This design comes from an exercise in tuning for small area and a short achievable clock period on the open sky130 flow, not from production work.
At most, simulation tests tie the RTL to the original design; equivalence was not proved.

==> flow/design.v (excerpt) <==
module adc_mul
(
    input  logic         clk_i,
    input  logic         rst_i,
    input  logic [11:0]  x_i,
    input  logic [11:0]  y_i,
    input  logic [11:0]  z_i,
    output logic [11:0]  fp_o
);
    localparam int C2 = 9;     
    localparam int C3 = 19;    
    logic [11:0] x1, y1, z1;
    always_ff @(posedge clk_i) begin
        x1 <= x_i;
        y1 <= y_i;
        z1 <= z_i;
    end
    logic [2:0] vld;
    always_ff @(posedge clk_i or posedge rst_i) begin
        if (rst_i) vld <= '0;
        else       vld <= {vld[1:0], 1'b1};
    end
    logic [10:0] ny1, nz1;
    logic [4:0]  sh1;
    logic        ge1;
    adc_norm u_norm (.x(x1), .y(y1), .z(z1), .ny(ny1), .nz(nz1), .sh(sh1), .ge(ge1));
    logic [13:0] ws [1:24];
    logic [13:0] wc [1:24];
    logic [13:0] yy1, zz1;
    assign yy1   = ge1 ? {3'b001, ny1} : {2'b01, ny1, 1'b0};
    assign zz1   = ~{3'b001, nz1};
    assign ws[1] = yy1 ^ zz1;
    assign wc[1] = {yy1[12:0] & zz1[12:0], 1'b1};
    logic [10:0] zt [1:3];
    logic [10:0] zb [1:3];
    assign zt[1] = nz1;
    assign zb[1] = ~nz1;
    logic [22:0] dp, dn;
    logic [13:0] rs [1:24];
    logic [13:0] rc [1:24];
    generate
        for (genvar j = 2; j <= 24; j++) begin : g_row
            localparam int ST = (j <= C2) ? 1 : (j <= C3) ? 2 : 3;
            srt_row #(.FIRST(j == 2)) u_row (
                .s(rs[j-1]), .c(rc[j-1]), .z(zt[ST]), .zb(zb[ST]),
                .qp(dp[24-j]), .qn(dn[24-j]), .so(ws[j]),
                .co({wc[j][13:2], wc[j][0]}));
            assign wc[j][1] = 1'b0;
        end
        for (genvar k = 1; k <= 24; k++) begin : g_in
            if (k != C2 && k != C3) begin : g_w
                assign rs[k] = ws[k];
                assign rc[k] = wc[k];
            end
        end
    endgenerate
    logic [11:0] x2;
    logic [13:0] s2r;
    logic [13:1] c2r;
    logic [10:0] z2;
    logic [4:0]  sh2;
    logic [22:24-C2] p2, n2;
    always_ff @(posedge clk_i) begin
        x2  <= x1;
        s2r <= ws[C2];
        c2r <= wc[C2][13:1];
        z2  <= nz1;
        sh2 <= sh1;
        p2  <= dp[22:24-C2];
        n2  <= dn[22:24-C2];
    end
    assign rs[C2] = s2r;
    assign rc[C2] = {c2r, p2[24-C2]};     
    assign zt[2]  = z2;
  ...
clock: 95.0 ns
lec_check: 0
cap_margin: 20
core_margin: 2
core_utilization: 40
cts_buf_list: sky130_fd_sc_hd__clkbuf_8
slew_margin: 20
synth_hierarchical: 1
synth_minimum_keep_size: 0
standard.sh (not shown) runs the stock make flow with config.mk's settings and CLKGATE_MAP_FILE= SYNTH_SCRIPT=/design/flow/synth_recipe.tcl, a recipe that flattens the netlist after the stock synthesis.
==> flow/flow/run.sh <==
#!/bin/bash
# The standard layout (standard.sh), with the input and output ports
# buffered by sky130_fd_sc_hd__buf_2 cells instead of the cell buffer_ports picks
# by default. Everything else, synthesis included, is the standard flow.
set -euo pipefail
export BUFFER_PORTS_ARGS="-buffer_cell sky130_fd_sc_hd__buf_2"
bash standard.sh > standard.log 2>&1
The starting point completed with no timing, DRC or antenna violations.
Change:
--- a/flow/flow/run.sh
+++ b/flow/flow/run.sh
@@ -4 +4,3 @@
-# by default. Everything else, synthesis included, is the standard flow.
+# by default, and clock tree synthesis asked for larger sink clusters so that
+# the tree has fewer levels. Everything else, synthesis included, is the
+# standard flow.
@@ -6,0 +9 @@
+export CTS_ARGS="-sink_clustering_enable -repair_clock_nets -buf_list sky130_fd_sc_hd__clkbuf_8 -root_buf sky130_fd_sc_hd__clkbuf_16 -sink_clustering_size 18 -sink_clustering_max_diameter 90"
--- a/flow/config.mk
+++ b/flow/config.mk
@@ -11 +10,0 @@
-export CTS_BUF_LIST = sky130_fd_sc_hd__clkbuf_8
What happened:
- count of clock-buffer cells in the layout fell by 27
- utilization fell by 0.58 points

* * *

adc_mul, a different RTL version from the one above (not shown whole).
For scale: roughly 2400 cells after synthesis, roughly 26000 um2 of cells after synthesis.
==> flow/design.v (excerpt) <==
module adc_mul
(
    input  logic         clk_i,
    input  logic         rst_i,
    input  logic [11:0]  x_i,
    input  logic [11:0]  y_i,
    input  logic [11:0]  z_i,
    output logic [11:0]  fp_o
);
clock: 95.0 ns
lec_check: 0
cap_margin: 20
core_margin: 2
core_utilization: 40
cts_buf_list: sky130_fd_sc_hd__clkbuf_8
slew_margin: 20
synth_hierarchical: 1
synth_minimum_keep_size: 0
==> flow/flow/run.sh <==
#!/bin/bash
# The standard layout (standard.sh), with the input and output ports
# buffered by sky130_fd_sc_hd__buf_1 cells instead of the cell buffer_ports picks
# by default. Everything else, synthesis included, is the standard flow.
set -euo pipefail
export BUFFER_PORTS_ARGS="-buffer_cell sky130_fd_sc_hd__buf_1"
bash standard.sh > standard.log 2>&1
The starting point completed with no timing, DRC or antenna violations.
Then changed:
==> flow/run.sh (new file) <==
#!/bin/bash
# synth_recipe.tcl (not shown) runs the flow's synth.tcl, then flattens the netlist and writes it again
# the make line also repeats each setting of config.mk as NAME=value (left out here)
make -C /OpenROAD-flow-scripts/flow DESIGN_CONFIG=/design/flow/config.mk WORK_HOME=/design/flow/orfs CLKGATE_MAP_FILE= SYNTH_SCRIPT=/design/flow/synth_recipe.tcl finish
removed: flow/flow/run.sh
removed: flow/standard.sh
Maximum frequency fell by 1.6%.
Cell area climbs by 0.74%.
Synthesized area does not change.
Count of clock-buffer cells in the layout drops by 6.
Routed wire length shrinks by 0.70%.
Sequential cell count stays the same.
Then changed:
Settings changed: CTS_BUF_LIST sky130_fd_sc_hd__clkbuf_8 to sky130_fd_sc_hd__clkbuf_4.
Effect: The new run completed without violations; count of clock-buffer cells in the layout went up by 35; cell area barely changes; non-clock buffer count does not change; clock skew went up by 51 ps.
Then changed:
Settings changed: CTS_BUF_LIST sky130_fd_sc_hd__clkbuf_4 to not set.
After rerunning:
- The changed run completed without violations
- routed wire length went down by 0.38%
- core utilization went up by 0.22 points
- maximum frequency went up by 0.75%
- cell area went up by about 0.5%
- global-route usage went down by 0.13 points
- final cell count went down by 1.7%
- critical path depth stays the same
Function was not checked in any run of this note: the RTL went through the layout flow alone.

-- port drivers added, routing unchanged --
Ports are ideal in the flow. The routed layouts listed here were re-timed in OpenROAD.
Step 1 assumes that a clkbuf_16 drives the clock port and a buf_2 every other input.
Step 2 times the ports against the registers' clock, not the clock port: input delays grow and output delays shrink by t, the midpoint of the rising clock arrivals with the driver on.
Slacks: ideal ports / drivers / drivers and shift; pairs: ideal ports / drivers.
run | t, ns | setup WS [ns] | clock arrival spread, ns
the first run of note 1 | 0.614 | 74.959 / 74.897 / 75.511 | 0.036 / 0.036
the second run of note 1 | 0.542 | 74.983 / 74.925 / 75.467 | 0.029 / 0.029
the first run of note 2 | 0.617 | 74.927 / 74.872 / 75.488 | 0.046 / 0.047
the second run of note 2 | 0.597 | 74.610 / 74.556 / 75.152 | 0.028 / 0.029
the third run of note 2 | 0.758 | 74.459 / 74.408 / 75.166 | 0.079 / 0.079
the fourth run of note 2 | 0.583 | 74.611 / 74.551 / 75.134 | 0.014 / 0.014
After both steps setup and hold are still met in every run listed.
